Source: an optimization exercise on an open RTL-to-GDS flow (aim: a short achievable clock period and few clock cycles). Production flows keep margins and buffers that such runs may drop.
At most, simulation tests tie the RTL to the original design; equivalence was not proved.
For run 2, only the layout was checked, not whether the RTL still works.
Power and IR drop assume default switching activity.

`flow/design.v`:
```
module core(
	input logic clk,
	input logic rst,
	output logic [31:0] imem_addr,
	input logic [31:0] imem_rdata,
	output logic [31:0] dmem_addr,
	output logic [31:0] dmem_wdata,
	output logic [3:0] dmem_wstrb,
	output logic dmem_ren,
	input logic [31:0] dmem_rdata
	);
	logic [31:0] fpc;
	logic        btb_v;
	logic [31:0] btb_pc, btb_tgt;
	logic        i_valid, i_bp;
	logic [31:0] i_pc;
	logic        d_valid, d_bp;
	logic [31:0] d_inst, d_pc;
	logic [13:0] d_bl;
	logic [21:0] d_jl;
	logic        e_valid;
	logic [31:0] e_a, e_b, e_sd;
	logic        fa, fb, fs;         
	logic [4:0]  e_rd;
	logic        e_we, e_load, e_store, e_jalr;
	logic [6:0]  e_rc;               
	logic [2:0]  e_f3;
	logic        e_sub;
	logic [6:0]  e_rsel;             
	logic        e_slt_s;
	logic [1:0]  e_shk;              
	logic [31:0] e_pc4, e_alt;
	logic [31:0] m_res;
	logic [4:0]  m_rd;
	logic        m_we, m_load;
	logic [2:0]  m_f3;
	logic [31:0] m_wdata;
	logic [3:0]  m_wstrb;
	logic [31:0] w_res;
	logic [4:0]  w_rd;
	logic        w_we, w_load;
	logic [3:0]  w_b0, w_b1, w_sg;   
	logic        w_b1s, w_hs, w_wd;  
	logic [31:0] rf [1:31];
	assign imem_addr  = fpc;
	assign dmem_addr  = m_res;
	assign dmem_wdata = m_wdata;
	assign dmem_wstrb = m_wstrb;
	assign dmem_ren   = m_load;
	logic [7:0] by0, by1, by2, by3;
	assign {by3, by2, by1, by0} = dmem_rdata;
	logic sgn;
	assign sgn = (w_sg[0] & by0[7]) | (w_sg[1] & by1[7]) | (w_sg[2] & by2[7]) | (w_sg[3] & by3[7]);
	logic [31:0] ld;
	assign ld[7:0]   = ({8{w_b0[0]}} & by0) | ({8{w_b0[1]}} & by1) | ({8{w_b0[2]}} & by2) | ({8{w_b0[3]}} & by3);
	assign ld[15:8]  = ({8{w_b1[0]}} & by0) | ({8{w_b1[1]}} & by1) | ({8{w_b1[2]}} & by2) | ({8{w_b1[3]}} & by3)
	                 | {8{w_b1s & sgn}};
	assign ld[31:16] = ({16{w_wd}} & dmem_rdata[31:16]) | {16{w_hs & sgn}};
	logic [31:0] wb_val;
	assign wb_val = w_load ? ld : w_res;
	always_ff @(posedge clk) begin
		if (w_we) rf[w_rd] <= wb_val;
	end
	logic [31:0] a, b, sd;
	assign a  = fa ? m_res : e_a;
	assign b  = fb ? m_res : e_b;
	assign sd = fs ? m_res : e_sd;
	logic [31:0] sum;
	assign sum = a + (b ^ {32{e_sub}}) + {31'b0, e_sub};
	logic eq, ltu, lts;
	assign eq  = a == b;
	assign ltu = a < b;
	assign lts = $signed(a) < $signed(b);
	logic [31:0] shl, shr;
	logic [32:0] shr33;
	assign shl = a << b[4:0];
	assign shr33 = $signed({e_shk[0] & a[31], a}) >>> b[4:0];
	assign shr = shr33[31:0];
	logic [31:0] res;
	assign res = ({32{e_rsel[0]}} & sum)
	           | {31'b0, e_rsel[1] & (e_slt_s ? lts : ltu)}
	           | ({32{e_rsel[2]}} & (a ^ b))
	           | ({32{e_rsel[3]}} & (a | b))
	           | ({32{e_rsel[4]}} & (a & b))
	           | ({32{e_rsel[5]}} & (e_shk[1] ? shr : shl))
	           | ({32{e_rsel[6]}} & e_pc4);
	logic e_redir;
	logic [31:0] e_tgt;
	assign e_redir = e_valid & ((e_rc[0] & eq) | (e_rc[1] & ~eq) | (e_rc[2] & lts) | (e_rc[3] & ~lts)
	                          | (e_rc[4] & ltu) | (e_rc[5] & ~ltu) | e_rc[6]);
	assign e_tgt = e_jalr ? sum : e_alt;
	logic [3:0] st_strb;
	logic [31:0] st_data;
	always_comb begin
		case (e_f3[1:0])
			2'b00: st_strb = 4'b0001 << sum[1:0];
			2'b01: st_strb = (sum[1:0] == 2'd3) ? 4'b0000 : (4'b0011 << sum[1:0]);
			2'b10: st_strb = 4'b1111;
			default: st_strb = 4'b0000;
		endcase
		if (e_f3[2]) st_strb = 4'b0000;
		if (e_f3[1]) st_data = sd;
		else case (sum[1:0])
			2'd0: st_data = sd;
			2'd1: st_data = {sd[23:0], 8'b0};
			2'd2: st_data = {sd[15:0], 16'b0};
			default: st_data = {sd[7:0], 24'b0};
		endcase
	end
	logic [1:0] ma;
	assign ma = m_res[1:0];
	logic m_w, m_h, m_hs, m_b, m_bs, m_h3;
	assign m_w  = m_f3[1:0] == 2'b10;
	assign m_h  = m_f3[1:0] == 2'b01;
	assign m_b  = m_f3[1:0] == 2'b00;
	assign m_h3 = m_h & (ma == 2'd3);              
	assign m_hs = m_h & ~m_f3[2] & ~m_h3;
	assign m_bs = m_b & ~m_f3[2];
	logic [3:0] ma1h;
	assign ma1h = 4'b0001 << ma;
	logic [6:0] opc;
	logic [2:0] f3;
	logic [4:0] rs1, rs2, rd;
	assign opc = d_inst[6:0];
	assign f3  = d_inst[14:12];
	assign rs1 = d_inst[19:15];
	assign rs2 = d_inst[24:20];
	assign rd  = d_inst[11:7];
	logic is_op, is_opimm, is_lui, is_auipc, is_jal, is_jalr, is_br, is_ld, is_st;
	assign is_op    = opc == 7'b0110011;
	assign is_opimm = opc == 7'b0010011;
	assign is_lui   = opc == 7'b0110111;
	assign is_auipc = opc == 7'b0010111;
	assign is_jal   = opc == 7'b1101111;
	assign is_jalr  = opc == 7'b1100111;
	assign is_br    = opc == 7'b1100011;
	assign is_ld    = opc == 7'b0000011;
	assign is_st    = opc == 7'b0100011;
	logic use1, use2, b_is_rs2, wr;
	assign use1 = is_op | is_opimm | is_jalr | is_br | is_ld | is_st;
	assign b_is_rs2 = is_op | is_br;
	assign use2 = is_op | is_br | is_st;
	assign wr = (is_op | is_opimm | is_lui | is_auipc | is_jal | is_jalr | is_ld) & (rd != 5'd0);
	logic [31:0] imm_i, imm_s, imm_u, imm;
	assign imm_i = {{20{d_inst[31]}}, d_inst[31:20]};
	assign imm_s = {{20{d_inst[31]}}, d_inst[31:25], d_inst[11:7]};
	assign imm_u = {d_inst[31:12], 12'b0};
	assign imm = is_st ? imm_s : (is_lui | is_auipc) ? imm_u : imm_i;
	logic e1, m1, w1, e2, m2, w2;
	assign e1 = e_valid & e_we & (e_rd == rs1);
	assign m1 = m_we & (m_rd == rs1);
	assign w1 = w_we & (w_rd == rs1);
	assign e2 = e_valid & e_we & (e_rd == rs2);
	assign m2 = m_we & (m_rd == rs2);
	assign w2 = w_we & (w_rd == rs2);
	logic [31:0] rf1, rf2;
	assign rf1 = (rs1 == 5'd0) ? 32'b0 : rf[rs1];
	assign rf2 = (rs2 == 5'd0) ? 32'b0 : rf[rs2];
	logic s1m, s1a, s1l, s1r, s2m, s2a, s2l, s2r;
	assign s1m = m1;
	assign s1a = ~m1 & w1 & ~w_load;
	assign s1l = ~m1 & w1 & w_load;
	assign s1r = ~m1 & ~w1;
	assign s2m = m2;
	assign s2a = ~m2 & w2 & ~w_load;
	assign s2l = ~m2 & w2 & w_load;
	assign s2r = ~m2 & ~w2;
	logic [31:0] r1, r2;
	assign r1 = ({32{s1m}} & m_res) | ({32{s1a}} & w_res) | ({32{s1l}} & ld) | ({32{s1r}} & rf1);
	assign r2 = ({32{s2m}} & m_res) | ({32{s2a}} & w_res) | ({32{s2l}} & ld) | ({32{s2r}} & rf2);
	logic hazard;
	assign hazard = (use1 & ((e1 & e_load) | (~e1 & m1 & m_load)))
	              | (use2 & ((e2 & e_load) | (~e2 & m2 & m_load)));
	logic alu_sub, alu_slt, alu_xor, alu_or, alu_and, alu_sh, alu_add;
	logic is_alu;
	assign is_alu = is_op | is_opimm;
	assign alu_sub  = is_op & f3 == 3'b000 & d_inst[30];
	assign alu_slt  = is_alu & (f3 == 3'b010 | f3 == 3'b011);
	assign alu_xor  = is_alu & f3 == 3'b100;
	assign alu_or   = is_alu & f3 == 3'b110;
	assign alu_and  = is_alu & f3 == 3'b111;
	assign alu_sh   = is_alu & (f3 == 3'b001 | f3 == 3'b101);
	assign alu_add  = (is_alu & f3 == 3'b000) | is_ld | is_st | is_lui | is_auipc;
	logic [31:0] d_pc4;
	assign d_pc4 = d_pc + 32'd4;
	logic s_hi;
	assign s_hi = d_inst[31];
	logic [18:0] bh;
	assign bh = (d_bl[13] & ~s_hi) ? d_pc[31:13] + 19'd1 : (~d_bl[13] & s_hi) ? d_pc[31:13] - 19'd1 : d_pc[31:13];
	logic [10:0] jh;
	assign jh = (d_jl[21] & ~s_hi) ? d_pc[31:21] + 11'd1 : (~d_jl[21] & s_hi) ? d_pc[31:21] - 11'd1 : d_pc[31:21];
	logic [31:0] d_tgt;
	assign d_tgt = is_jal ? {jh, d_jl[20:0]} : {bh, d_bl[12:0]};
	logic d_pred, d_taken_pred;
	assign d_pred = is_br & d_inst[31];
	assign d_taken_pred = d_pred | d_bp;
	logic [2:0] bc;                     
	assign bc = f3 ^ {2'b00, d_taken_pred};
	logic [6:0] rc;
	assign rc = {is_jalr | (d_bp & ~is_br),
	             is_br & bc == 3'b111, is_br & bc == 3'b110, is_br & bc == 3'b101,
	             is_br & bc == 3'b100, is_br & bc == 3'b001, is_br & bc == 3'b000};
	logic d_replay, d_redir;
	assign d_replay = d_valid & hazard;
	assign d_redir  = d_valid & (is_jal | (d_pred & ~d_bp));
	logic [31:0] inst;
	assign inst = imem_rdata;
	logic [13:0] bl;
	assign bl = {1'b0, i_pc[12:0]} + {1'b0, inst[31], inst[7], inst[30:25], inst[11:8], 1'b0};
	logic [21:0] jl;
	assign jl = {1'b0, i_pc[20:0]} + {1'b0, inst[31], inst[19:12], inst[20], inst[30:21], 1'b0};
	logic f_hit;
	assign f_hit = btb_v & (fpc == btb_pc);
	always_ff @(posedge clk or negedge rst) begin
		if (!rst) begin
			fpc <= 32'h0000_8000;
			btb_v <= 1'b0;
			i_valid <= 1'b0;
			d_valid <= 1'b0;
			e_valid <= 1'b0;
			m_we <= 1'b0;
			m_load <= 1'b0;
			m_wstrb <= 4'b0;
			w_we <= 1'b0;
			w_load <= 1'b0;
		end else begin
			if (e_redir) fpc <= e_tgt;
			else if (d_replay) fpc <= d_pc;
			else if (d_redir) fpc <= d_tgt;
			else if (f_hit) fpc <= btb_tgt;
			else fpc <= fpc + 32'd4;
			if (d_valid & d_pred & ~d_bp) btb_v <= 1'b1;
			i_valid <= ~(e_redir | d_replay | d_redir);
			d_valid <= i_valid & ~(e_redir | d_replay | d_redir);
			e_valid <= d_valid & ~e_redir & ~hazard;
			m_we <= e_valid & e_we;
			m_load <= e_valid & e_load;
			m_wstrb <= (e_valid & e_store) ? st_strb : 4'b0;
			w_we <= m_we;
			w_load <= m_load;
		end
	end
	always_ff @(posedge clk) begin
		i_pc <= fpc;
		i_bp <= f_hit;
		d_inst <= inst;
		d_pc <= i_pc;
		d_bp <= i_bp;
		d_bl <= bl;
		d_jl <= jl;
		if (d_valid & d_pred & ~d_bp) begin
			btb_pc <= d_pc;
			btb_tgt <= d_tgt;
		end
		e_a <= is_auipc ? d_pc : is_lui ? 32'b0 : r1;
		e_b <= b_is_rs2 ? r2 : imm;
		e_sd <= r2;
		fa <= use1 & e1;
		fb <= b_is_rs2 & e2;
		fs <= e2;
		e_rd <= rd;
		e_we <= wr;
		e_load <= is_ld;
		e_store <= is_st;
		e_jalr <= is_jalr;
		e_rc <= rc;
		e_f3 <= f3;
		e_sub <= alu_sub;
		e_rsel <= {is_jal | is_jalr, alu_sh, alu_and, alu_or, alu_xor, alu_slt, alu_add};
		e_slt_s <= ~f3[0];
		e_shk <= {f3[2], d_inst[30]};
		e_pc4 <= d_pc4;
		e_alt <= d_taken_pred ? d_pc4 : d_tgt;
		m_res <= res;
		m_rd <= e_rd;
		m_f3 <= e_f3;
		m_wdata <= st_data;
		w_res <= m_res;
		w_rd <= m_rd;
		w_b0 <= m_w ? 4'b0001 : ma1h;
		w_b1 <= m_w ? 4'b0010 : m_h & ~m_h3 ? {ma1h[2:0], 1'b0} : 4'b0000;
		w_sg <= m_bs ? ma1h : m_hs ? {ma1h[2:0], 1'b0} : 4'b0000;
		w_b1s <= m_b;
		w_hs <= ~m_w;
		w_wd <= m_w;
	end
endmodule
```
`flow/flow/run.sh`:
```
#!/bin/bash
# The standard layout (standard.sh), with repair_timing aiming at a larger
# setup slack margin than config.mk may set. Everything else is unchanged.
set -euo pipefail
sed -e 's/ SETUP_SLACK_MARGIN=[0-9.]*/ SETUP_SLACK_MARGIN=8/' standard.sh > standard_margin.sh
grep -q 'SETUP_SLACK_MARGIN=8' standard_margin.sh
bash standard_margin.sh > standard.log 2>&1
```
`flow/standard.sh`:
```
#!/bin/bash
# synth_recipe.tcl (not shown) runs the flow's synth.tcl, then flattens the netlist and writes it again
# the make line also repeats each setting of config.mk as NAME=value (left out here)
make -C /OpenROAD-flow-scripts/flow DESIGN_CONFIG=/design/flow/config.mk WORK_HOME=/design/flow/orfs CLKGATE_MAP_FILE= SYNTH_SCRIPT=/design/flow/synth_recipe.tcl "${@:-finish}"
```
`flow/config.mk`:
```
export PLATFORM = sky130hd
export DESIGN_NAME = core
export DESIGN_NICKNAME = core
export VERILOG_FILES = /design/flow/design.v
export SDC_FILE = /design/flow/constraint.sdc
export NUM_CORES = 4
export LEC_CHECK = 0
export ABC_CLOCK_PERIOD_IN_PS = 3500
export CAP_MARGIN = 35
export CORE_MARGIN = 2
export CORE_UTILIZATION = 40
export PLACE_DENSITY = 0.6
export SETUP_SLACK_MARGIN = 5
export SLEW_MARGIN = 35
```
`flow/constraint.sdc`:
```
create_clock -name core_clock -period 10.0 [get_ports {clk}]
set_input_delay 2.0000 -clock core_clock [delete_from_list [all_inputs] [get_ports {clk}]]
set_output_delay 2.0000 -clock core_clock [all_outputs]
set_load 0.01 [all_outputs]
```
==> metrics.md, run 1 <==
| Metric | Value |
|---|---|
| Maximum root-to-sink buffer count | 3 |
| Power per Cell Area | 187 nW/um^2 |
| Worst skew pair latency | about 870 ps |
| Number of buffer and inverter instances along the worst setup path | 9 |
| Highest-count cells in the layout ignoring fill and taps | sky130_fd_sc_hd__edfxtp_1, sky130_fd_sc_hd__mux4_2, sky130_fd_sc_hd__buf_4 |
| Top cell family by delay on the critical path | buffers and inverters |
| Count of standard-cell rows | 160 |
| Kind of capture point of the worst setup path | flop |
| Starting density of the core | 0.403 |
| Worst Hold Class | reg -> reg |
| Syn_area_per_cell | 13.7 sq um |
| 1st-pass router iterations | 6 |
| Pin count of the biggest net entering global routing | 79 |
| Slowest stage cell on the critical path | sky130_fd_sc_hd__dfxtp_4 |
| Worst clock skew | 71.6 ps |
| Number of standard cells after synthesis | approximately 5600 |
| Wirelength per Cell | about 37 um |
| Worst R2R Start | fb |
| Cell chain of the critical path | buf_6 > buf_12 > buf_16 > buf_8 > buf_12 > buf_12 > mux2i_4 > ha_4 > nor4_4 > nand4_1 > nor3_4 > nor3_2 > a21oi_2 > and3b_2 > o31ai_4 > buf_4 > buf_8 > buf_16 > mux2i_1 |
| Placed instance count | 8008 |
| R2R Path End | fpc[16] |
| First-pass GRT wire length | about 460000 um |
| Layout net count | 6865 |
| # hold bufs at CTS | 0 |
| CTS tree | built |
| Fill cell count | 14600 |
| Clock transition time at the flip-flop clock pins of the worst setup and hold paths | 70 ps |
| Number of max-slew violations in the final report | 0 |
| Most used DFF post-synth | sky130_fd_sc_hd__edfxtp_1 |
| Proportion of layout cells with a drive suffix above 1 | 0.468 |
| Proportion of synthesized flip-flops having asynchronous set or reset | 0.0284 |
| Final setup violating endpoints | 0 |
| Dominant cells by area after synthesis | sky130_fd_sc_hd__edfxtp_1, sky130_fd_sc_hd__mux4_2, sky130_fd_sc_hd__dfxtp_1 |
| Post-synth cell types | 94 |
| Total die area | ~200000 sq um |
| Status | complete, no violations |
| Clock period minus final worst setup slack | 3990 ps |
| Horizontal extent of the die | around 440 um |
| Worst Hold Endpoint | d_pc[22] |
| Number of CTS-inserted buffers | 168 |
| Number of warnings printed during yosys synthesis | 1 |
| Syn nets | 5857 |
| Global placer's final weighted congestion | approximately 0.97 |
| Die Height | 442 um |
| Final HPWL from detailed placement | 182000 um |
| Most frequent cell on the critical path | sky130_fd_sc_hd__buf_12 |
| Number of nets with antenna violations after detailed routing | 0 |
| Highest net fanout along the worst path | 7 |
| Most common cell after layout, fill and taps aside | sky130_fd_sc_hd__edfxtp_1 |
| Number of synthesized flops with an enable pin | 1056 |
| Number of antenna violations at the first check in global routing | 12 |
| Final Non-Filler Cells | 9288 |
| Largest Register | rf |
| Length in cells of the worst reg-to-reg path | 19 |
| Remaining DRCs | 0 |
| Min-delay src | i_pc[22] |
| Setup TNS | 0 ps |
| Max reg flops | 992 |
| Count of final hold-check violations | 0 |
| I/O pin cnt | 167 |
| Critical path startpoint category | flop |
| Clock sink total | 1547 |
| Worst hold slack | approximately 320 ps |
| Vias in the first global route | approximately 60000 |
| Largest area contributor in the synthesized netlist | sky130_fd_sc_hd__edfxtp_1 |
| Total Routed Length | 342000 um |
| Mapped Area | between 70000 and 80000 sq um |
| Area Growth Syn to Fin | 39.3% |
| Transition at the pin with the smallest max-transition slack | 1020 ps |
| Maximum level of the CTS H-tree | 4 |
| Critical setup path kind | reg -> reg |
| Unrepaired setup endpoints after global routing | true |
| Peak VDD IR | 0.000214 V |
| Portion of synthesized cell area occupied by the leading cell type | 0.413 |
| P_leak | ~38 nW |
| Register area | 42100 sq um |
| Proportion of synthesized chip area in sequential cells | 0.544 |
| Arrival time reported for the critical path endpoint | 4740 ps |
| Max-Slew Margin vs Limit | 0.322 |
| Overall Power | 0.0200 W |
| Highest clock rate | 0.250 GHz |
| Vias post-DR | a little over 60000 |
| Maximum cell stage delay along the critical path | between 300 and 400 ps |
| Worst-case register-to-register setup slack | 6010 ps |
| Max-cap violations | 0 |
| Buffer cell driving the clock tree root | sky130_fd_sc_hd__clkbuf_16 |
| Worst hold path depth | 0 |
| Share of the clock period used by the worst path after layout | 0.399 |
| Post-synthesis sequential element count | 1547 |
| CP Data Required Time | 10750 ps |
| Total Routing Usage GR | 0.334 |
| Number of violations reported at the end of detailed-routing iteration 0 | 9575 |
| Total area of multi-input combinational cells | 39500 sq um |
| CORE AREA | 191000 sq um |
| Average via count per standard cell | 6.57 |
| IO buf count | ~170 |
| GR Overflow Total | 0 |
| Final core area utilization | 0.562 |
cell type report:
| cell class | count | share of cell area |
|---|---|---|
| diodes | 8 | 0.000187 |
| clock buffers | 205 | 0.0429 |
| clock inverters | 103 | 0.00965 |
| inverters | 133 | 0.00496 |
| multi-input cells | 3571 | 0.369 |
| flip-flops and latches | 1547 | 0.393 |
| well taps | 2511 | 0.0294 |
| repair buffers | 1210 | 0.150 |
stage by stage:
stage          area, sq um  setup WS (ps)
6_report            107000           6010
5_1_grt             107000           5910
4_1_cts             103000           6040
3_5_place_dp         83200           5000
3_3_place_gp         83000           4850
2_1_floorplan        79400           6100
power breakdown:
group          total, W  switching, W  internal [W]
clock network   0.00644       0.00279       0.00365
registers       0.00803      0.000631       0.00740
logic           0.00552       0.00294       0.00257
total            0.0200       0.00636        0.0136
repair_timing:
action / CTS / global route
endpoints found under the hold margin: 0 / 0
gates cloned: 149 / 17
setup endpoints to repair: 2440 / 1891
setup buffers: 606 / 191
resized for setup: 2059 / 383
pin swaps: 390 / 267
worst max path at each step:
stage / from / to / slack (ps) / cells past startpoint
4_1_cts: fa / fpc[26] / 6040 / 14
6_report: fb / fpc[16] / 6010 / 19
3_3_place_gp: fb / fpc[30] / 4850 / 14
3_5_place_dp: fb / fpc[28] / 5000 / 15
2_1_floorplan: imem_rdata[21] / d_jl[19] / 6100 / 12
5_1_grt: fb / fpc[25] / 5910 / 19
logic make-up after synthesis:
family                     Yosys count  synth area share
AOI/OAI and AO/OA                 1041            0.0877
xor gates and xnor gates           219            0.0250
adders and majority gates          168            0.0277
buffers and inverters              545            0.0290
DFF                               1547             0.544
muxes                              935             0.218
and+or+nand+nor                   1168            0.0694
Yosys cell counts (all sizes together), types with 71 or more instances:
cell and instances:
nand3 83, mux4 581, o211ai 71, mux2i 292, ha 165, clkbuf 272
xnor2 140, buf 140, a22oi 129, o21ai 280, xor2 79, a21oi 245
nor2 399, dfxtp 447, nand2 392, edfxtp 1056, inv 132
routing by layer:
layer,vias up,share of wire,global-route usage
met5,-,0.00030,0
met4,12,0.095,0.259
met3,1309,0.12,0.0817
met2,4693,0.45,0.522
met1,30800,0.33,0.398
li1,24200,-,-
Testbench counts, summed over its fixed seeds: cycles 35,907.
==> run 2: changes to the inputs <==
--- a/flow/design.v
+++ b/flow/design.v
@@ -16,11 +16,11 @@
 	logic [31:0] i_pc;
 	logic        d_valid, d_bp;
 	logic [31:0] d_inst, d_pc;
-	logic [13:0] d_bl;
-	logic [21:0] d_jl;
+	logic [12:0] d_bl, d_jl;           
 	logic        e_valid;
-	logic [31:0] e_a, e_b, e_sd;
+	logic [31:0] e_a, e_b, e_bx, e_sd;       
 	logic        fa, fb, fs;         
+	logic [3:0]  fsel;               
 	logic [4:0]  e_rd;
 	logic        e_we, e_load, e_store, e_jalr;
 	logic [6:0]  e_rc;               
@@ -65,12 +65,28 @@
 	assign a  = fa ? m_res : e_a;
 	assign b  = fb ? m_res : e_b;
 	assign sd = fs ? m_res : e_sd;
+	logic [31:0] s_nn, s_mn, s_nm, s_mm;
+	logic [3:0]  eq4, ltu4, lts4;
+	logic [31:0] s_nm_a, s_nm_s, s_mm_a;
+	assign s_nn   = e_a + e_bx + {31'b0, e_sub};
+	assign s_mn   = m_res + e_bx + {31'b0, e_sub};
+	assign s_nm_a = e_a + m_res;
+	assign s_nm_s = e_a - m_res;
+	assign s_nm   = e_sub ? s_nm_s : s_nm_a;
+	assign s_mm_a = {m_res[30:0], 1'b0};
+	assign s_mm   = e_sub ? 32'b0 : s_mm_a;
+	cmp u_nn(.a(e_a),   .b(e_b),   .eq(eq4[0]), .ltu(ltu4[0]), .lts(lts4[0]));
+	cmp u_mn(.a(m_res), .b(e_b),   .eq(eq4[1]), .ltu(ltu4[1]), .lts(lts4[1]));
+	cmp u_nm(.a(e_a),   .b(m_res), .eq(eq4[2]), .ltu(ltu4[2]), .lts(lts4[2]));
+	assign eq4[3] = 1'b1;
+	assign ltu4[3] = 1'b0;
+	assign lts4[3] = 1'b0;
 	logic [31:0] sum;
-	assign sum = a + (b ^ {32{e_sub}}) + {31'b0, e_sub};
 	logic eq, ltu, lts;
-	assign eq  = a == b;
-	assign ltu = a < b;
-	assign lts = $signed(a) < $signed(b);
+	assign sum = ({32{fsel[0]}} & s_nn) | ({32{fsel[1]}} & s_mn) | ({32{fsel[2]}} & s_nm) | ({32{fsel[3]}} & s_mm);
+	assign eq  = |(fsel & eq4);
+	assign ltu = |(fsel & ltu4);
+	assign lts = |(fsel & lts4);
 	logic [31:0] shl, shr;
 	logic [32:0] shr33;
 	assign shl = a << b[4:0];
@@ -183,14 +199,11 @@
 	assign alu_add  = (is_alu & f3 == 3'b000) | is_ld | is_st | is_lui | is_auipc;
 	logic [31:0] d_pc4;
 	assign d_pc4 = d_pc + 32'd4;
-	logic s_hi;
-	assign s_hi = d_inst[31];
-	logic [18:0] bh;
-	assign bh = (d_bl[13] & ~s_hi) ? d_pc[31:13] + 19'd1 : (~d_bl[13] & s_hi) ? d_pc[31:13] - 19'd1 : d_pc[31:13];
-	logic [10:0] jh;
-	assign jh = (d_jl[21] & ~s_hi) ? d_pc[31:21] + 11'd1 : (~d_jl[21] & s_hi) ? d_pc[31:21] - 11'd1 : d_pc[31:21];
+	logic [19:0] bh, jh;
+	assign bh = d_pc[31:12] + {20{d_inst[31]}} + {19'b0, d_bl[12]};
+	assign jh = d_pc[31:12] + {{12{d_inst[31]}}, d_inst[19:12]} + {19'b0, d_jl[12]};
 	logic [31:0] d_tgt;
-	assign d_tgt = is_jal ? {jh, d_jl[20:0]} : {bh, d_bl[12:0]};
+	assign d_tgt = is_jal ? {jh, d_jl[11:0]} : {bh, d_bl[11:0]};
 	logic d_pred, d_taken_pred;
 	assign d_pred = is_br & d_inst[31];
 	assign d_taken_pred = d_pred | d_bp;
@@ -205,10 +218,10 @@
 	assign d_redir  = d_valid & (is_jal | (d_pred & ~d_bp));
 	logic [31:0] inst;
 	assign inst = imem_rdata;
-	logic [13:0] bl;
-	assign bl = {1'b0, i_pc[12:0]} + {1'b0, inst[31], inst[7], inst[30:25], inst[11:8], 1'b0};
-	logic [21:0] jl;
-	assign jl = {1'b0, i_pc[20:0]} + {1'b0, inst[31], inst[19:12], inst[20], inst[30:21], 1'b0};
+	logic [12:0] bl;
+	assign bl = {1'b0, i_pc[11:0]} + {1'b0, inst[7], inst[30:25], inst[11:8], 1'b0};
+	logic [12:0] jl;
+	assign jl = {1'b0, i_pc[11:0]} + {1'b0, inst[20], inst[30:21], 1'b0};
 	logic f_hit;
 	assign f_hit = btb_v & (fpc == btb_pc);
 	always_ff @(posedge clk or negedge rst) begin
@@ -254,10 +267,12 @@
 		end
 		e_a <= is_auipc ? d_pc : is_lui ? 32'b0 : r1;
 		e_b <= b_is_rs2 ? r2 : imm;
+		e_bx <= (b_is_rs2 ? r2 : imm) ^ {32{alu_sub}};
 		e_sd <= r2;
 		fa <= use1 & e1;
 		fb <= b_is_rs2 & e2;
 		fs <= e2;
+		fsel <= {use1 & e1 & b_is_rs2 & e2, ~(use1 & e1) & b_is_rs2 & e2, use1 & e1 & ~(b_is_rs2 & e2), ~(use1 & e1) & ~(b_is_rs2 & e2)};
 		e_rd <= rd;
 		e_we <= wr;
 		e_load <= is_ld;
@@ -285,3 +300,14 @@
 		w_wd <= m_w;
 	end
 endmodule
+module cmp(
+	input logic [31:0] a,
+	input logic [31:0] b,
+	output logic eq,
+	output logic ltu,
+	output logic lts
+	);
+	assign eq  = a == b;
+	assign ltu = a < b;
+	assign lts = $signed(a) < $signed(b);
+endmodule
==> run 2 against run 1 <==
  * Maximum frequency increased by 2.8%
  * Synthesized area increased by 8.9%
  * Final cell count increased by 17%
  * Sequential share of layout area decreased by 3.0 points
  * Largest cell class is now multi-input combinational cells
  * Non-clock buffer count increased by 145
  * Clock power decreased by 1%
  * Count of clock-buffer cells in the layout increased by 10
  * Flip-flop and latch count increased by 26
  * Core utilization increased by 0.43 points
  * Power increased by 4.3%
  * Global-route usage increased by 2.8 points
==> metrics.md, run 2 <==
| Metric | Value |
|---|---|
| Status | complete, no violations |
| Kind of capture point of the worst setup path | flop |
| Worst R2R Start | m_res[9] |
| Length in cells of the worst reg-to-reg path | 13 (-6) |
| First-pass GRT wire length | 538000 um (+17%) |
| Max-Slew Margin vs Limit | 0.235 (-0.0871) |
| Reported net switching power | 0.00697 W (+9.5%) |
| Routing usage on met3 | 0.106 (+0.0245) |
| Met1 global-route usage | 0.441 (+0.0427) |
| Dpl cell area | 90600 sq um (+9.0%) |
| Number of synthesized flops with an enable pin | 1056 (unchanged) |
| Peak VDD IR | 0.000188 V (-12%) |
| Buffer cell driving the clock tree root | sky130_fd_sc_hd__clkbuf_16 |
| Final non-filler cell area | 117000 sq um (+9.7%) |
| Number of violations reported at the end of detailed-routing iteration 0 | 10500 (+9.3%) |
| Worst hold path depth | 0 (unchanged) |
| Most repeated cell in the gate-level netlist after synthesis | sky130_fd_sc_hd__edfxtp_1 |
| Slowest stage cell on the critical path | sky130_fd_sc_hd__or4b_4 |
| Maximum cell stage delay along the critical path | 610 ps (+250 ps) |
| Power share of the clock group | 0.305 (-0.017) |
| CORE AREA | 207000 sq um (+8.9%) |
| Portion of synthesized cell area occupied by the leading cell type | 0.379 (-0.0336) |
| Overall Power | 0.0208 W (+4.3%) |
| Layout net count | 8266 (+20%) |
| Dominant cells by area after synthesis | sky130_fd_sc_hd__edfxtp_1, sky130_fd_sc_hd__mux4_2, sky130_fd_sc_hd__dfxtp_1 |
| Transition at the pin with the smallest max-transition slack | 1140 ps (+126 ps) |
| Clock period minus final worst setup slack | 3890 ps (-108 ps) |
| Switching share of power | 0.334 (+0.0159) |
| Largest Register | rf |
| Post-synth cell types | 91 (-3.2%) |
| Die Height | 461 um (+4.3%) |
| Post-synthesis sequential element count | 1573 (+1.7%) |
| Worst hold slack | 303 ps (-22.0 ps) |
| Unrepaired setup endpoints after global routing | true |
| Mapped Area | 83600 sq um (+8.9%) |
| CTS tree | built |
| Starting density of the core | 0.403 (about the same) |
| Layer carrying the most global-route usage | met2 |
| Number of standard cells after synthesis | 6795 (+21%) |
| Average via count per standard cell | 6.70 (+2.1%) |
| Maximum level of the CTS H-tree | 4 (unchanged) |
| Share of the clock period used by the worst path after layout | 0.389 (-0.0108) |
| Proportion of synthesized flip-flops having asynchronous set or reset | 0.0280 (-0.000470) |
| Most frequent cell on the critical path | sky130_fd_sc_hd__buf_4 |
| 1st-pass router iterations | 7 (+1) |
| Number of antenna violations at the first check in global routing | 17 (+5) |
| Number of CTS-inserted buffers | 170 (+1.2%) |
| Critical path startpoint category | flop |
| Vias post-DR | 72600 (+19%) |
| # hold bufs at CTS | 0 (unchanged) |
| Arrival time reported for the critical path endpoint | 4620 ps (-120 ps) |
| Number of max-slew violations in the final report | 0 (unchanged) |
| GRT met2 Usage | 0.535 (+0.0130) |
| Total die area | 213000 sq um (+8.8%) |
| Internal power | 0.0139 W (+1.8%) |
| Max-cap violations | 0 (unchanged) |
| Min-delay src | i_bp |
| Area Growth Syn to Fin | 40.4% |
| Proportion of layout cells with a drive suffix above 1 | 0.430 (-0.0374) |
| Syn nets | 7175 (+23%) |
| Portion of total power attributed to sequential cells | 0.394 (-0.008) |
| CP Data Required Time | 10730 ps (-20 ps) |
| Global placer's final weighted congestion | 1.02 (+5.1%) |
| Most used DFF post-synth | sky130_fd_sc_hd__edfxtp_1 |
| Final setup violating endpoints | 0 (unchanged) |
| Count of standard-cell rows | 167 (+4.4%) |
| Power per Cell Area | 178 nW/um^2 (-4.9%) |
| Wirelength per Cell | 37.2 um (+1.2%) |
| IO buf count | 166 (unchanged) |
| Count of final hold-check violations | 0 (unchanged) |
| Setup TNS | 0 ps (unchanged) |
| Final HPWL from detailed placement | 216000 um (+19%) |
| P_leak | 43.2 nW (+13%) |
| Cell chain of the critical path | buf_4 > buf_4 > ha_4 > a21oi_1 > o21a_1 > a211oi_4 > o41ai_4 > o31ai_2 > a211oi_2 > xor2_1 > nor2_1 > or4b_4 > a221o_1 |
| Number of warnings printed during yosys synthesis | 1 (unchanged) |
| Total Routing Usage GR | 0.362 (+0.0279) |
| Most used standard cells in the synthesized netlist | sky130_fd_sc_hd__edfxtp_1, sky130_fd_sc_hd__mux4_2, sky130_fd_sc_hd__nor2_1, sky130_fd_sc_hd__dfxtp_1, sky130_fd_sc_hd__nand2_1 |
| Share of power burned in combinational logic | 0.301 (+0.025) |
| Clock sink total | 1573 (+1.7%) |
| Maximum root-to-sink buffer count | 3 (unchanged) |
| R2R Path End | m_res[30] |
| Horizontal extent of the die | 461 um (+4.3%) |
| Worst clock skew | 76.7 ps (+5.08 ps) |
| Highest net fanout along the worst path | 6 (-1) |
| I/O pin cnt | 167 (unchanged) |
| Worst skew pair latency | 890 ps (+20 ps) |
| Top cell family by delay on the critical path | compound AO/OA/AOI/OAI gates |
| Largest area contributor in the synthesized netlist | sky130_fd_sc_hd__edfxtp_1 |
| Most common cell after layout, fill and taps aside | sky130_fd_sc_hd__edfxtp_1 |
| Worst-case register-to-register setup slack | 6110 ps (+110 ps) |
| Critical setup path kind | reg -> reg |
| Total Routed Length | 403000 um (+18%) |
| Syn_area_per_cell | 12.3 sq um (-9.9%) |
| Number of nets with antenna violations after detailed routing | 0 (unchanged) |
| Clock transition time at the flip-flop clock pins of the worst setup and hold paths | 70 ps (about the same) |
| Remaining DRCs | 0 (unchanged) |
| Pin count of the biggest net entering global routing | 63 (-20%) |
| Worst Hold Class | reg -> reg |
| Proportion of synthesized chip area in sequential cells | 0.506 (-0.0380) |
| Max reg flops | 992 (unchanged) |
| GR Overflow Total | 0 (unchanged) |
| Worst Hold Endpoint | d_bp |
| Number of buffer and inverter instances along the worst setup path | 2 (-7) |
| Fill cell count | 15900 (+9.4%) |
| Vias in the first global route | 68500 (+17%) |
| Highest-count cells in the layout ignoring fill and taps | sky130_fd_sc_hd__edfxtp_1, sky130_fd_sc_hd__mux4_2, sky130_fd_sc_hd__buf_4 |
| Highest clock rate | 0.257 GHz (+2.8%) |
run 2: changes by cell type in the layout (fill, tap and decap cells not counted), sizes merged, moves of 63 or more:
cell / change
a21oi: +171
buf: +129
ha: +137
a211oi: +230
a22oi: -64
o21ai: +87
mux4: -67
nand2: +63
nor2: +87
inv: +101
run 2: how the worst max path moves through the flow:
stage	start	endpoint	slack, ps	cells after the start
detailed placement	dmem_rdata[23]	e_a[25]	5030	10
floorplan	dmem_rdata[7]	e_bx[21]	6230	9
finish	m_res[9]	m_res[30]	6110	13
global route	e_sub	fpc[31]	6060	15
CTS	e_sub	m_res[30]	6180	15
global placement	dmem_rdata[23]	e_bx[19]	5140	10
run 2: final cells by class:
class	count	area (sq um)	share of cell area
multi-input combinational	4547	46400	0.395
sequential	1573	42600	0.363
timing repair buffer	1355	18300	0.156
clock buffer	215	4590	0.0391
tap	2788	3490	0.0297
inverter	238	992	0.00845
clock inverter	103	963	0.00821
antenna	10	25.0	0.000213
timing repair inverter	1	11.3	0.0000959
run 2: power groups by stage:
stage	sequential (W)	clock (W)	combinational [W]
6_report	0.00820	0.00635	0.00628
5_1_grt	0.00820	0.00662	0.00652
2_1_floorplan	0.00794	0	0.00267
4_1_cts	0.00816	0.00635	0.00551
3_3_place_gp	0.00836	0	0.00393
3_5_place_dp	0.00836	0	0.00397
run 2: per-stage QoR:
step / setup WS, ps / utilization / cells
after floorplan: 6230 / - / 6795
after global placement: 5140 / 0.435 / 9433
after detailed placement: 5030 / 0.437 / 9450
after CTS: 6180 / 0.541 / 10600
after global routing: 6060 / 0.566 / 10800
final: 6110 / 0.566 / 10800
run 2: timing repair:
item / in CTS / in global routing
buffers inserted: 630 / 229
cloned: 159 / 33
setup endpoints to repair: 2510 / 1796
hold endpoints to repair: 0 / 0
gates resized for setup: 2247 / 516
pin swaps: 427 / 347
run 2: logic make-up (layout without fill, tap and decap cells):
| logic type | count (synthesis) | count (layout) | synth area share |
|---|---|---|---|
| AOI/OAI and AO/OA | 1701 | 1727 | 0.134 |
| DFF | 1573 | 1573 | 0.506 |
| and+or+nand+nor | 1425 | 1433 | 0.0777 |
| muxes | 800 | 800 | 0.173 |
| buffers and inverters | 709 | 1912 | 0.0330 |
| adders and majority gates | 314 | 314 | 0.0480 |
| xor gates and xnor gates | 273 | 273 | 0.0286 |
| other | 0 | 10 | 0 |
run 2: per-layer routing:
layer | wire (um) | up-vias
met5 | 57 | -
met4 | 41500 | 8
met3 | 50700 | 1650
met2 | 173000 | 5871
met1 | 137000 | 36400
li1 | - | 28700
run 2: worst reg2reg max path, stage by stage, from the launching register on:
cell	delay, ps
sky130_fd_sc_hd__dfxtp_4	470
sky130_fd_sc_hd__buf_4	220
sky130_fd_sc_hd__buf_4	270
sky130_fd_sc_hd__ha_4	280
sky130_fd_sc_hd__a21oi_1	240
sky130_fd_sc_hd__o21a_1	250
sky130_fd_sc_hd__a211oi_4	110
sky130_fd_sc_hd__o41ai_4	380
sky130_fd_sc_hd__o31ai_2	130
sky130_fd_sc_hd__a211oi_2	210
sky130_fd_sc_hd__xor2_1	160
sky130_fd_sc_hd__nor2_1	90
sky130_fd_sc_hd__or4b_4	610
sky130_fd_sc_hd__a221o_1	330
==> run 3: changes to the inputs <==
--- a/flow/design.v
+++ b/flow/design.v
@@ -213,8 +213,8 @@
 	assign rc = {is_jalr | (d_bp & ~is_br),
 	             is_br & bc == 3'b111, is_br & bc == 3'b110, is_br & bc == 3'b101,
 	             is_br & bc == 3'b100, is_br & bc == 3'b001, is_br & bc == 3'b000};
-	logic d_replay, d_redir;
-	assign d_replay = d_valid & hazard;
+	logic d_stall, d_redir;
+	assign d_stall = d_valid & hazard;
 	assign d_redir  = d_valid & (is_jal | (d_pred & ~d_bp));
 	logic [31:0] inst;
 	assign inst = imem_rdata;
@@ -238,13 +238,13 @@
 			w_load <= 1'b0;
 		end else begin
 			if (e_redir) fpc <= e_tgt;
-			else if (d_replay) fpc <= d_pc;
+			else if (d_stall) fpc <= i_valid ? i_pc : fpc;
 			else if (d_redir) fpc <= d_tgt;
 			else if (f_hit) fpc <= btb_tgt;
 			else fpc <= fpc + 32'd4;
 			if (d_valid & d_pred & ~d_bp) btb_v <= 1'b1;
-			i_valid <= ~(e_redir | d_replay | d_redir);
-			d_valid <= i_valid & ~(e_redir | d_replay | d_redir);
+			i_valid <= ~(e_redir | d_stall | d_redir);
+			d_valid <= ~e_redir & (d_stall | (i_valid & ~d_redir));
 			e_valid <= d_valid & ~e_redir & ~hazard;
 			m_we <= e_valid & e_we;
 			m_load <= e_valid & e_load;
@@ -256,11 +256,13 @@
 	always_ff @(posedge clk) begin
 		i_pc <= fpc;
 		i_bp <= f_hit;
-		d_inst <= inst;
-		d_pc <= i_pc;
-		d_bp <= i_bp;
-		d_bl <= bl;
-		d_jl <= jl;
+		if (~d_stall) begin
+			d_inst <= inst;
+			d_pc <= i_pc;
+			d_bp <= i_bp;
+			d_bl <= bl;
+			d_jl <= jl;
+		end
 		if (d_valid & d_pred & ~d_bp) begin
 			btb_pc <= d_pc;
 			btb_tgt <= d_tgt;
==> run 3 against run 2 <==
  * Highest routed layer unchanged
  * Non-clock buffer count rose by 11
  * Synthesized cell count fell by 0.54%
  * Still clean on timing, DRC and antenna
  * Register-to-register slack improved by 250 ps
  * Critical endpoint is now fpc[1]
  * Maximum frequency rose by 6.9%
  * Largest cell class unchanged
==> metrics.md, run 3 <==
| Metric | Value |
|---|---|
| Main combinational cell family by area after synthesis | multiplexers |
| Worst clock skew | 114 ps (+37.6 ps) |
| Most common cell after layout, fill and taps aside | sky130_fd_sc_hd__edfxtp_1 |
| Switching share of power | 0.330 (-0.00394) |
| Highest-count cells in the layout ignoring fill and taps | sky130_fd_sc_hd__edfxtp_1, sky130_fd_sc_hd__mux4_2, sky130_fd_sc_hd__buf_4 |
| Proportion of layout cells with a drive suffix above 1 | 0.422 (-0.00830) |
| Clock sink total | 1583 (+0.64%) |
| Power per Cell Area | 180 nW/um^2 (+1.5%) |
| Post-synthesis share of cell area spent on full adders, half adders and majority gates | 0.0470 (-0.00109) |
| CTS tree | built |
| Starting density of the core | 0.403 (about the same) |
| Worst hold slack | 373 ps (+70.1 ps) |
| Dpl cell area | 92000 sq um (+1.5%) |
| Number of warnings printed during yosys synthesis | 1 (unchanged) |
| Reported net switching power | 0.00709 W (+1.8%) |
| Final Non-Filler Cells | 10800 (-0.0092%) |
| Number of max-slew violations in the final report | 0 (unchanged) |
| Final non-filler cell area | 119000 sq um (+1.5%) |
| Length in cells of the worst reg-to-reg path | 18 (+5) |
| Proportion of synthesized area in mux cells | 0.187 (+0.0131) |
| Unrepaired setup endpoints after global routing | true |
| Global placer's final weighted congestion | 1.10 (+7.5%) |
| Wirelength per Cell | 36.8 um (-1.2%) |
| Kind of capture point of the worst setup path | flop |
| Worst-case register-to-register setup slack | 6370 ps (+250 ps) |
| Transition at the pin with the smallest max-transition slack | 1080 ps (-64.3 ps) |
| Syn nets | 7138 (-0.52%) |
| Clock transition time at the flip-flop clock pins of the worst setup and hold paths | 70 ps (about the same) |
| Total die area | 218000 sq um (+2.3%) |
| Worst Hold Class | reg -> reg |
| Fin worst setup slack | 6370 ps (+251 ps) |
| Highest clock rate | 0.275 GHz (+6.9%) |
| Placed instance count | 9411 (-0.41%) |
| Register area | 43700 sq um (+2.4%) |
| Total Routing Usage GR | 0.350 (-0.0123) |
| Portion of synthesized cell area occupied by the leading cell type | 0.402 (+0.0226) |
| Share of power burned in combinational logic | 0.304 (+0.003) |
| Count of final hold-check violations | 0 (unchanged) |
| 1st-pass router iterations | 9 (+2) |
| I/O pin cnt | 167 (unchanged) |
| Maximum level of the CTS H-tree | 4 (unchanged) |
| Most used DFF post-synth | sky130_fd_sc_hd__edfxtp_1 |
| Vias post-DR | 72500 (-0.13%) |
| Buffer cell driving the clock tree root | sky130_fd_sc_hd__clkbuf_16 |
| First-pass GRT wire length | 536000 um (-0.39%) |
| Number of CTS-inserted buffers | 172 (+1.2%) |
| Critical path startpoint category | flop |
| Proportion of synthesized chip area in sequential cells | 0.507 (+0.00126) |
| Min-delay src | e_rd[1] |
| Number of standard cells after synthesis | 6758 (-0.54%) |
| P_leak | 44.2 nW (+2.1%) |
| Most used standard cells in the synthesized netlist | sky130_fd_sc_hd__edfxtp_1, sky130_fd_sc_hd__mux4_2, sky130_fd_sc_hd__nor2_1, sky130_fd_sc_hd__nand2_1, sky130_fd_sc_hd__dfxtp_1 |
| Proportion of synthesized flip-flops having asynchronous set or reset | 0.0278 (-0.000177) |
| CORE AREA | 212000 sq um (+2.3%) |
| Fill cell count | 16300 (+2.4%) |
| Clock period minus final worst setup slack | 3630 ps (-251 ps) |
| Total area of multi-input combinational cells | 46400 sq um (about the same) |
| Number of antenna violations at the first check in global routing | 16 (-1) |
| Largest area contributor in the synthesized netlist | sky130_fd_sc_hd__edfxtp_1 |
| Worst hold path depth | 0 (unchanged) |
| Number of nets with antenna violations after detailed routing | 0 (unchanged) |
| Count of standard-cell rows | 169 (+1.2%) |
| Post-synthesis sequential element count | 1583 (+0.64%) |
| Total Routed Length | 398000 um (-1.2%) |
| Worst Hold Endpoint | m_rd[1] |
| Average via count per standard cell | 6.70 (-0.12%) |
| Largest Register | rf |
| Area Growth Syn to Fin | 39.2% |
| Horizontal extent of the die | 467 um (+1.1%) |
| Worst R2R Start | m_res[18] |
| Number of synthesized flops with an enable pin | 1145 (+8.4%) |
| Status | complete, no violations |
| Post-synth cell types | 99 (+8.8%) |
| Max reg flops | 992 (unchanged) |
| Worst-case setup slack after placement | 5090 ps (+59.6 ps) |
| CP Data Required Time | 10790 ps (+60 ps) |
| # hold bufs at CTS | 0 (unchanged) |
| Setup TNS | 0 ps (unchanged) |
| Remaining DRCs | 0 (unchanged) |
| Simple-gate area share of the yosys netlist | 0.0733 (-0.00440) |
| Final setup violating endpoints | 0 (unchanged) |
| Number of violations reported at the end of detailed-routing iteration 0 | 11000 (+5.1%) |
| Peak VDD IR | 0.000182 V (-3.5%) |
| Maximum root-to-sink buffer count | 3 (unchanged) |
| Share of the clock period used by the worst path after layout | 0.363 (-0.0251) |
| Max-cap violations | 0 (unchanged) |
| Vias in the first global route | 68300 (-0.32%) |
| Syn_area_per_cell | 12.7 sq um (+2.9%) |
| Worst skew pair latency | 890 ps (about the same) |
| Share of the synthesized area in compound gates (AO/OA/AOI/OAI) | 0.126 (-0.00802) |
| Xor-xnor portion of the synthesized cell area | 0.0272 (-0.00137) |
| Layout net count | 8231 (-0.42%) |
| Highest net fanout along the worst path | 8 (+2) |
| Die Height | 467 um (+1.1%) |
| Most repeated cell in the gate-level netlist after synthesis | sky130_fd_sc_hd__edfxtp_1 |
| Dominant cells by area after synthesis | sky130_fd_sc_hd__edfxtp_1, sky130_fd_sc_hd__mux4_2, sky130_fd_sc_hd__dfxtp_1 |
| Portion of total power attributed to sequential cells | 0.386 (-0.008) |
| Mapped Area | 85600 sq um (+2.3%) |
| Pin count of the biggest net entering global routing | 73 (+16%) |
| Final HPWL from detailed placement | 219000 um (+1.4%) |
| GR Overflow Total | 0 (unchanged) |
| R2R Path End | fpc[1] |
| Power share of the clock group | 0.310 (+0.005) |
| Arrival time reported for the critical path endpoint | 4420 ps (-200 ps) |
| Max-Slew Margin vs Limit | 0.280 (+0.0457) |
| IO buf count | 166 (unchanged) |
| Internal power | 0.0144 W (+3.6%) |
| Critical setup path kind | reg -> reg |
[run 3: critical path, cell delays in order, from the launching register on]
cell and delay, ps:
sky130_fd_sc_hd__dfxtp_4 410, sky130_fd_sc_hd__buf_12 130, sky130_fd_sc_hd__inv_8 40, sky130_fd_sc_hd__ha_4 300, sky130_fd_sc_hd__buf_12 110, sky130_fd_sc_hd__nand2_4 50
sky130_fd_sc_hd__o21a_4 230, sky130_fd_sc_hd__o31ai_4 240, sky130_fd_sc_hd__a21o_1 190, sky130_fd_sc_hd__a31oi_4 50, sky130_fd_sc_hd__buf_12 150, sky130_fd_sc_hd__a221oi_4 390
sky130_fd_sc_hd__mux2i_1 290, sky130_fd_sc_hd__a31o_4 350, sky130_fd_sc_hd__buf_12 160, sky130_fd_sc_hd__buf_6 100, sky130_fd_sc_hd__buf_16 150, sky130_fd_sc_hd__a211oi_2 40
sky130_fd_sc_hd__a31oi_1 140
[run 3: routing by layer]
metal,track usage,wire length (um),part of all wire
met5,0,38,0.000095
met4,0.266,38800,0.098
met3,0.107,48800,0.12
met2,0.531,176000,0.44
met1,0.417,134000,0.34
[run 3: kinds of logic after synthesis]
logic type	after synthesis
multiplexers	908
AND/OR/NAND/NOR	1365
AO/OA/AOI/OAI	1605
buffers and inverters	717
adder cells (fa/ha/maj)	314
flip-flops	1583
XOR/XNOR	266
[run 3: worst max-delay path by stage]
stage,end,depth (start not counted),start
after CTS,imem_addr[15],1,fpc[15]
after global placement,e_bx[29],11,dmem_rdata[23]
final,fpc[1],18,m_res[18]
after global routing,fpc[1],16,m_res[5]
after floorplan,e_bx[21],9,dmem_rdata[7]
after detailed placement,e_bx[1],9,dmem_rdata[9]
[run 3: what timing repair did]
action                     in CTS  in global routing
cloned                        166                 32
resized for setup            2106                611
setup buffers                 592                295
pin swaps                     382                345
setup endpoints to repair    2575               2137
[run 3: cell type report]
type / instances / area share
antenna: 10 / 0.000210
clock buffer: 224 / 0.0406
tap: 2821 / 0.0296
sequential: 1583 / 0.366
inverter: 242 / 0.00821
multi-input combinational: 4486 / 0.390
timing repair buffer: 1366 / 0.157
clock inverter: 97 / 0.00868
[run 3: per-stage QoR]
stage	utilization	power, W
floorplan	-	0.0109
CTS	0.533	0.0205
finish	0.561	0.0215
global placement	0.432	0.0125
global route	0.561	0.0220
detailed placement	0.433	0.0126
[run 3: power by group through the flow]
stage                     logic (W)  clock network, W  registers, W
final                       0.00653           0.00665       0.00829
after detailed placement    0.00410                 0       0.00850
after global placement      0.00405                 0       0.00849
after floorplan             0.00277                 0       0.00810
after CTS                   0.00560           0.00665       0.00823
after global routing        0.00676           0.00693       0.00829
Testbench counts of run 3, summed over its fixed seeds: cycles 35,802.
==> run 4: changes to the inputs <==
--- a/flow/config.mk
+++ b/flow/config.mk
@@ -9,6 +9,6 @@
 export CAP_MARGIN = 35
 export CORE_MARGIN = 2
 export CORE_UTILIZATION = 40
-export PLACE_DENSITY = 0.6
+export PLACE_DENSITY = 0.7
 export SETUP_SLACK_MARGIN = 5
 export SLEW_MARGIN = 35
==> run 4 against run 3 <==
  * Synthesized cell count unchanged
  * Clock skew increased by 30 ps
  * Final cell count increased by 0.60%
  * Design area grew 0.27%
  * Clock power is 3% lower
  * Maximum frequency decreased by 1.9%
  * Critical path depth shrank 3
  * Largest power group unchanged
==> metrics.md, run 4 <==
| Metric | Value |
|---|---|
| Syn nets | 7138 (unchanged) |
| Number of violations reported at the end of detailed-routing iteration 0 | 14500 (+32%) |
| Total die area | 218000 sq um (unchanged) |
| Status | complete, no violations |
| Arrival time reported for the critical path endpoint | 4490 ps (+70 ps) |
| Vias post-DR | 77600 (+7.0%) |
| Dominant cells by area after synthesis | sky130_fd_sc_hd__edfxtp_1, sky130_fd_sc_hd__mux4_2, sky130_fd_sc_hd__dfxtp_1 |
| Placed instance count | 9388 (-0.24%) |
| Proportion of synthesized chip area in sequential cells | 0.507 (unchanged) |
| Worst hold path depth | 0 (unchanged) |
| Total Routing Usage GR | 0.360 (+0.0103) |
| Largest Register | rf |
| Starting density of the core | 0.403 (unchanged) |
| Number of antenna violations at the first check in global routing | 37 (+21) |
| Syn_area_per_cell | 12.7 sq um (unchanged) |
| Highest net fanout along the worst path | 8 (unchanged) |
| Worst clock skew | 144 ps (+29.7 ps) |
| Total Routed Length | 435000 um (+9.2%) |
| Final setup violating endpoints | 0 (unchanged) |
| Share of the clock period used by the worst path after layout | 0.370 (+0.00695) |
| Number of standard cells after synthesis | 6758 (unchanged) |
| Critical path startpoint category | flop |
| Number of synthesized flops with an enable pin | 1145 (unchanged) |
| Post-synth cell types | 99 (unchanged) |
| Maximum root-to-sink buffer count | 3 (unchanged) |
| Worst Hold Class | reg -> reg |
| Buffer cell driving the clock tree root | sky130_fd_sc_hd__clkbuf_16 |
| Fin worst setup slack | 6300 ps (-69.5 ps) |
| Worst setup startpoint | m_res[7] |
| Remaining DRCs | 0 (unchanged) |
| Highest-count cells in the layout ignoring fill and taps | sky130_fd_sc_hd__edfxtp_1, sky130_fd_sc_hd__buf_4, sky130_fd_sc_hd__mux4_2 |
| First-pass GRT wire length | 554000 um (+3.3%) |
| CP Data Required Time | 10780 ps (about the same) |
| Transition at the pin with the smallest max-transition slack | 1250 ps (+171 ps) |
| Peak VDD IR | 0.000163 V (-10%) |
| Pin count of the biggest net entering global routing | 83 (+14%) |
| Proportion of layout cells with a drive suffix above 1 | 0.436 (+0.0142) |
| R2R Path End | fpc[0] |
| GR Overflow Total | 0 (unchanged) |
| Worst-case register-to-register setup slack | 6300 ps (-70 ps) |
| Final HPWL from detailed placement | 215000 um (-2.2%) |
| Worst Hold Endpoint | m_rd[1] |
| Portion of synthesized cell area occupied by the leading cell type | 0.402 (unchanged) |
| Most used DFF post-synth | sky130_fd_sc_hd__edfxtp_1 |
| CTS tree | built |
| Global placer's final weighted congestion | 1.07 (-2.6%) |
| Count of final hold-check violations | 0 (unchanged) |
| Critical setup path kind | reg -> reg |
| Post-synthesis sequential element count | 1583 (unchanged) |
| Max-Slew Margin vs Limit | 0.166 (-0.114) |
| Kind of capture point of the worst setup path | flop |
| P_leak | 44.1 nW (-0.22%) |
| Count of standard-cell rows | 169 (unchanged) |
| Number of max-slew violations in the final report | 0 (unchanged) |
| Area Growth Syn to Fin | 39.6% |
| Unrepaired setup endpoints after global routing | true |
| Clock transition time at the flip-flop clock pins of the worst setup and hold paths | 70 ps (about the same) |
| Worst-case setup slack after placement | 5100 ps (+9.32 ps) |
| Number of warnings printed during yosys synthesis | 1 (unchanged) |
| Wirelength per Cell | 39.9 um (+8.5%) |
| Vias in the first global route | 71600 (+4.8%) |
| Number of CTS-inserted buffers | 166 (-3.5%) |
| Final core area utilization | 0.563 (+0.00154) |
| 1st-pass router iterations | 11 (+2) |
| CORE AREA | 212000 sq um (unchanged) |
| Mapped Area | 85600 sq um (unchanged) |
| Worst skew pair latency | 980 ps (+90 ps) |
| Die Height | 467 um (unchanged) |
| IO buf count | 166 (unchanged) |
| Final Non-Filler Cells | 10900 (+0.60%) |
| Min-delay src | e_rd[1] |
| Clock sink total | 1583 (unchanged) |
| Worst R2R Start | m_res[7] |
| Layout net count | 8297 (+0.80%) |
| Largest area contributor in the synthesized netlist | sky130_fd_sc_hd__edfxtp_1 |
| Most common cell after layout, fill and taps aside | sky130_fd_sc_hd__edfxtp_1 |
| Max reg flops | 992 (unchanged) |
| Proportion of synthesized flip-flops having asynchronous set or reset | 0.0278 (unchanged) |
| Horizontal extent of the die | 467 um (unchanged) |
| Most used standard cells in the synthesized netlist | sky130_fd_sc_hd__edfxtp_1, sky130_fd_sc_hd__mux4_2, sky130_fd_sc_hd__nor2_1, sky130_fd_sc_hd__nand2_1, sky130_fd_sc_hd__dfxtp_1 |
| Highest clock rate | 0.270 GHz (-1.9%) |
| Power per Cell Area | 180 nW/um^2 (about the same) |
| Number of nets with antenna violations after detailed routing | 0 (unchanged) |
| Maximum level of the CTS H-tree | 4 (unchanged) |
| I/O pin cnt | 167 (unchanged) |
| Average via count per standard cell | 7.12 (+6.3%) |
| Clock period minus final worst setup slack | 3700 ps (+69.5 ps) |
| Fill cell count | 15600 (-4.4%) |
| Most repeated cell in the gate-level netlist after synthesis | sky130_fd_sc_hd__edfxtp_1 |
| Max-cap violations | 0 (unchanged) |
| Length in cells of the worst reg-to-reg path | 15 (-3) |
| Setup TNS | 0 ps (unchanged) |
[run 4: worst max path at each step]
stage,cells past startpoint,end,slack (ps)
floorplan,9,e_bx[21],6230
global placement,10,e_bx[18],4910
detailed placement,10,e_bx[18],5100
CTS,13,fpc[28],6430
global route,17,fpc[30],6240
finish,15,fpc[0],6300
[run 4: logic make-up after synthesis]
group	Yosys count	synth area share
simple gates	1365	0.0733
buf+inv	717	0.0334
xor+xnor	266	0.0272
flops	1583	0.507
mux	908	0.187
fa+ha+maj	314	0.0470
compound gates	1605	0.126
[run 4: final cells by class]
cell class / count / area, sq um / area share
antenna: 19 / 47.5 / 0.000398
clock buffer: 214 / 4450 / 0.0372
clock inverter: 91 / 1060 / 0.00885
inverter: 242 / 1000 / 0.00838
multi-input combinational: 4508 / 47300 / 0.396
sequential: 1583 / 43700 / 0.366
tap: 2821 / 3530 / 0.0295
timing repair buffer: 1414 / 18400 / 0.154
timing repair inverter: 2 / 16.3 / 0.000136
[run 4: worst max-delay path, cell delays in order (launching register included)]
cell                       delay, ps
sky130_fd_sc_hd__dfxtp_4         410
sky130_fd_sc_hd__buf_6           210
sky130_fd_sc_hd__inv_1           100
sky130_fd_sc_hd__ha_4            320
sky130_fd_sc_hd__nand3_1          90
sky130_fd_sc_hd__nor3_2          240
sky130_fd_sc_hd__nand4_1         410
sky130_fd_sc_hd__nand3_2         300
sky130_fd_sc_hd__mux2_4          330
sky130_fd_sc_hd__a311oi_2        280
sky130_fd_sc_hd__a31o_2          230
sky130_fd_sc_hd__buf_12          150
sky130_fd_sc_hd__buf_12          150
sky130_fd_sc_hd__buf_16          160
sky130_fd_sc_hd__nor2_4           40
sky130_fd_sc_hd__a31oi_1         170
[run 4: layer usage]
metal | routed length (um) | global-route usage | part of all wire
met2 | 178000 | 0.523 | 0.41
met3 | 72700 | 0.150 | 0.17
met4 | 54000 | 0.312 | 0.12
met1 | 130000 | 0.407 | 0.30
met5 | 982 | 0.00725 | 0.0023
[run 4: power breakdown]
part,switching (W),leakage (nW),internal (W),total [W]
registers,0.000734,14.7,0.00763,0.00837
logic,0.00364,26.7,0.00302,0.00666
clock network,0.00302,2.66,0.00346,0.00648
[run 4: metrics by stage]
stage / hold slack (ps) / power (W) / cell area, sq um
after global placement: 385 / 0.0125 / 91700
after detailed placement: 380 / 0.0126 / 91900
after floorplan: 329 / 0.0109 / 87800
final: 394 / 0.0215 / 119000
after global routing: 406 / 0.0219 / 119000
after CTS: 394 / 0.0202 / 113000
[run 4: what timing repair did]
action	in CTS	in global routing
pin swaps	416	404
resized for setup	2095	764
buffers inserted	672	308
gates cloned	173	27
hold buffers	0	0
setup endpoints to repair	2559	1831
==> run 5: changes to the inputs <==
--- a/flow/config.mk
+++ b/flow/config.mk
@@ -8,7 +8,7 @@
 export ABC_CLOCK_PERIOD_IN_PS = 3500
 export CAP_MARGIN = 35
 export CORE_MARGIN = 2
-export CORE_UTILIZATION = 40
+export CORE_UTILIZATION = 55
 export PLACE_DENSITY = 0.7
 export SETUP_SLACK_MARGIN = 5
 export SLEW_MARGIN = 35
==> run 5 against run 4 <==
  * Die area fell by 27%
  * Critical path depth shrank 6
  * Via count up 3.4%
  * Largest cell class unchanged
==> metrics.md, run 5 <==
| Metric | Value |
|---|---|
| Worst hold slack | 381 ps (-13.1 ps) |
| Maximum root-to-sink buffer count | 3 (unchanged) |
| Area Growth Syn to Fin | 37.5% |
| Fill cell count | 8612 (-45%) |
| Clock transition time at the flip-flop clock pins of the worst setup and hold paths | 70 ps (about the same) |
| CORE AREA | 154000 sq um (-27%) |
| Unrepaired setup endpoints after global routing | true |
| Most repeated cell in the gate-level netlist after synthesis | sky130_fd_sc_hd__edfxtp_1 |
| Total Routing Usage GR | 0.522 (+0.162) |
| Dpl cell area | 91000 sq um (-0.96%) |
| Horizontal extent of the die | 398 um (-15%) |
| Max reg flops | 992 (unchanged) |
| Fin worst setup slack | 6340 ps (+40.6 ps) |
| Proportion of synthesized chip area in sequential cells | 0.507 (unchanged) |
| Critical setup path kind | reg -> reg |
| Pin count of the biggest net entering global routing | 60 (-28%) |
| Number of standard cells after synthesis | 6758 (unchanged) |
| Kind of capture point of the worst setup path | flop |
| Reported net switching power | 0.00738 W (-0.20%) |
| Max-cap violations | 0 (unchanged) |
| Final setup violating endpoints | 0 (unchanged) |
| Number of warnings printed during yosys synthesis | 1 (unchanged) |
| Most used standard cells in the synthesized netlist | sky130_fd_sc_hd__edfxtp_1, sky130_fd_sc_hd__mux4_2, sky130_fd_sc_hd__nor2_1, sky130_fd_sc_hd__nand2_1, sky130_fd_sc_hd__dfxtp_1 |
| Largest area contributor in the synthesized netlist | sky130_fd_sc_hd__edfxtp_1 |
| Portion of synthesized cell area occupied by the leading cell type | 0.402 (unchanged) |
| Total die area | 159000 sq um (-27%) |
| GR Overflow Total | 0 (unchanged) |
| Transition at the pin with the smallest max-transition slack | 1230 ps (-23.8 ps) |
| Peak VDD IR | 0.000226 V (+39%) |
| Number of synthesized flops with an enable pin | 1145 (unchanged) |
| # hold bufs at CTS | 0 (unchanged) |
| Max-Slew Margin vs Limit | 0.180 (+0.0139) |
| Power share of the clock group | 0.304 (+0.003) |
| Count of standard-cell rows | 144 (-15%) |
| Status | complete, no violations |
| Layout net count | 8271 (-0.31%) |
| Arrival time reported for the critical path endpoint | 4360 ps (-130 ps) |
| Final HPWL from detailed placement | 215000 um (about the same) |
| Highest net fanout along the worst path | 20 (+12) |
| Power per Cell Area | 182 nW/um^2 (+1.3%) |
| CP Data Required Time | 10700 ps (-80 ps) |
| Wirelength per Cell | 44.9 um (+13%) |
| Clock period minus final worst setup slack | 3660 ps (-40.6 ps) |
| Number of CTS-inserted buffers | 166 (unchanged) |
| Vias post-DR | 80200 (+3.4%) |
| Portion of total power attributed to sequential cells | 0.389 (about the same) |
| Post-synthesis sequential element count | 1583 (unchanged) |
| Syn_area_per_cell | 12.7 sq um (unchanged) |
| Buffer cell driving the clock tree root | sky130_fd_sc_hd__clkbuf_16 |
| Maximum level of the CTS H-tree | 4 (unchanged) |
| Vias in the first global route | 73900 (+3.3%) |
| Average via count per standard cell | 7.92 (+11%) |
| Number of nets with antenna violations after detailed routing | 0 (unchanged) |
| Worst Hold Class | reg -> reg |
| Number of violations reported at the end of detailed-routing iteration 0 | 15200 (+4.8%) |
| Highest-count cells in the layout ignoring fill and taps | sky130_fd_sc_hd__edfxtp_1, sky130_fd_sc_hd__buf_4, sky130_fd_sc_hd__mux4_2 |
| Remaining DRCs | 0 (unchanged) |
| Share of power burned in combinational logic | 0.307 (-0.003) |
| Count of final hold-check violations | 0 (unchanged) |
| Total Routed Length | 455000 um (+4.6%) |
| CTS tree | built |
| 1st-pass router iterations | 12 (+1) |
| P_leak | 44.0 nW (about the same) |
| Internal power | 0.0141 W (-0.18%) |
| Mapped Area | 85600 sq um (unchanged) |
| Setup TNS | 0 ps (unchanged) |
| Share of the clock period used by the worst path after layout | 0.366 (-0.00406) |
| Largest Register | rf |
| Die Height | 398 um (-15%) |
| Clock sink total | 1583 (unchanged) |
| Worst-case setup slack after placement | 5100 ps (-0.800 ps) |
| Syn nets | 7138 (unchanged) |
| Switching share of power | 0.344 (about the same) |
| Final non-filler cell area | 118000 sq um (-1.5%) |
| Most common cell after layout, fill and taps aside | sky130_fd_sc_hd__edfxtp_1 |
| Number of max-slew violations in the final report | 0 (unchanged) |
| Dominant cells by area after synthesis | sky130_fd_sc_hd__edfxtp_1, sky130_fd_sc_hd__mux4_2, sky130_fd_sc_hd__dfxtp_1 |
| I/O pin cnt | 167 (unchanged) |
| Post-synth cell types | 99 (unchanged) |
| Worst clock skew | 90.3 ps (-53.7 ps) |
| Proportion of synthesized flip-flops having asynchronous set or reset | 0.0278 (unchanged) |
| Most used DFF post-synth | sky130_fd_sc_hd__edfxtp_1 |
| First-pass GRT wire length | 575000 um (+3.7%) |
| Worst-case register-to-register setup slack | 6340 ps (+40 ps) |
| Worst skew pair latency | 910 ps (-70 ps) |
| IO buf count | 166 (unchanged) |
| Highest clock rate | 0.273 GHz (+1.1%) |
| Starting density of the core | 0.555 (+0.152) |
| Number of antenna violations at the first check in global routing | 50 (+35%) |
| Critical path startpoint category | flop |
| Global placer's final weighted congestion | 1.08 (+1.2%) |
| Proportion of layout cells with a drive suffix above 1 | 0.423 (-0.0128) |
## run 5: cell families (layout without fill, tap and decap cells)
family,after synthesis,after routing,synth area share
other cells,0,54,0
compound gates,1605,1630,0.126
flops,1583,1583,0.507
mux,908,908,0.187
buf+inv,717,1953,0.0334
fa+ha+maj,314,314,0.0470
simple gates,1365,1375,0.0733
xor+xnor,266,266,0.0272
## run 5: path summary, 6_finish.rpt
kind / endpoint / depth (start not counted) / from
setup reg to reg: e_a[19] / 9 / flop
hold reg to reg: w_rd[2] / 0 / m_rd[2]
min in group asynchronous: m_wstrb[1] / 2 / rst
max in group asynchronous: m_load / 2 / rst
setup / recovery: e_a[19] / 9 / flop
hold / removal: w_rd[2] / 0 / m_rd[2]
## run 5: stage by stage
stage	power [W]	utilization	cells
4_1_cts	0.0201	0.728	9756
2_1_floorplan	0.0109	-	6758
5_1_grt	0.0217	0.763	10100
3_5_place_dp	0.0126	0.590	8642
3_3_place_gp	0.0125	0.589	8633
6_report	0.0215	0.763	10100
## run 5: what timing repair did
action                     4_1_cts  5_1_grt
setup endpoints to repair     2568     2166
pin swaps                      424      366
gates resized for setup       2149      566
setup buffers                  638      290
cloned                         170       24
## run 5: layout make-up
class / instances / area, sq um / share of cell area
repair buffers: 1405 / 18400 / 0.157
diodes: 54 / 135 / 0.00115
multi-input cells: 4493 / 46400 / 0.394
well taps: 2044 / 2560 / 0.0217
flip-flops and latches: 1583 / 43700 / 0.371
clock buffers: 220 / 4550 / 0.0387
clock inverters: 86 / 951 / 0.00808
inverters: 242 / 1010 / 0.00857
## run 5: worst max-delay path: stages, from the launching register on
cell	delay, ps
sky130_fd_sc_hd__dfxtp_4	370
sky130_fd_sc_hd__buf_8	100
sky130_fd_sc_hd__buf_6	100
sky130_fd_sc_hd__buf_12	140
sky130_fd_sc_hd__bufbuf_16	430
sky130_fd_sc_hd__mux4_2	610
sky130_fd_sc_hd__mux4_2	510
sky130_fd_sc_hd__a21o_1	490
sky130_fd_sc_hd__a222oi_1	570
sky130_fd_sc_hd__o21ai_1	130
## run 5: metal layers
layer | global-route usage | up-vias | routed length (um)
met5 | 0.0272 | - | 2850
met1 | 0.561 | 38300 | 129000
met4 | 0.510 | 64 | 63100
met2 | 0.754 | 9207 | 185000
li1 | - | 28800 | -
met3 | 0.234 | 3785 | 74800
## run 5: power by group through the flow
stage | Combinational [W] | Clock, W | Sequential [W]
floorplan | 0.00277 | 0 | 0.00810
detailed placement | 0.00406 | 0 | 0.00850
global placement | 0.00399 | 0 | 0.00850
global route | 0.00674 | 0.00666 | 0.00833
CTS | 0.00555 | 0.00626 | 0.00825
finish | 0.00660 | 0.00652 | 0.00835

Check on run 5: ideal ports give 6.336 ns setup slack; a clkbuf_16 on the clock port and buf_2 on the inputs give 6.322 ns; moving port delays by the midpoint clock arrival (0.959 ns) as well gives 5.541 ns.
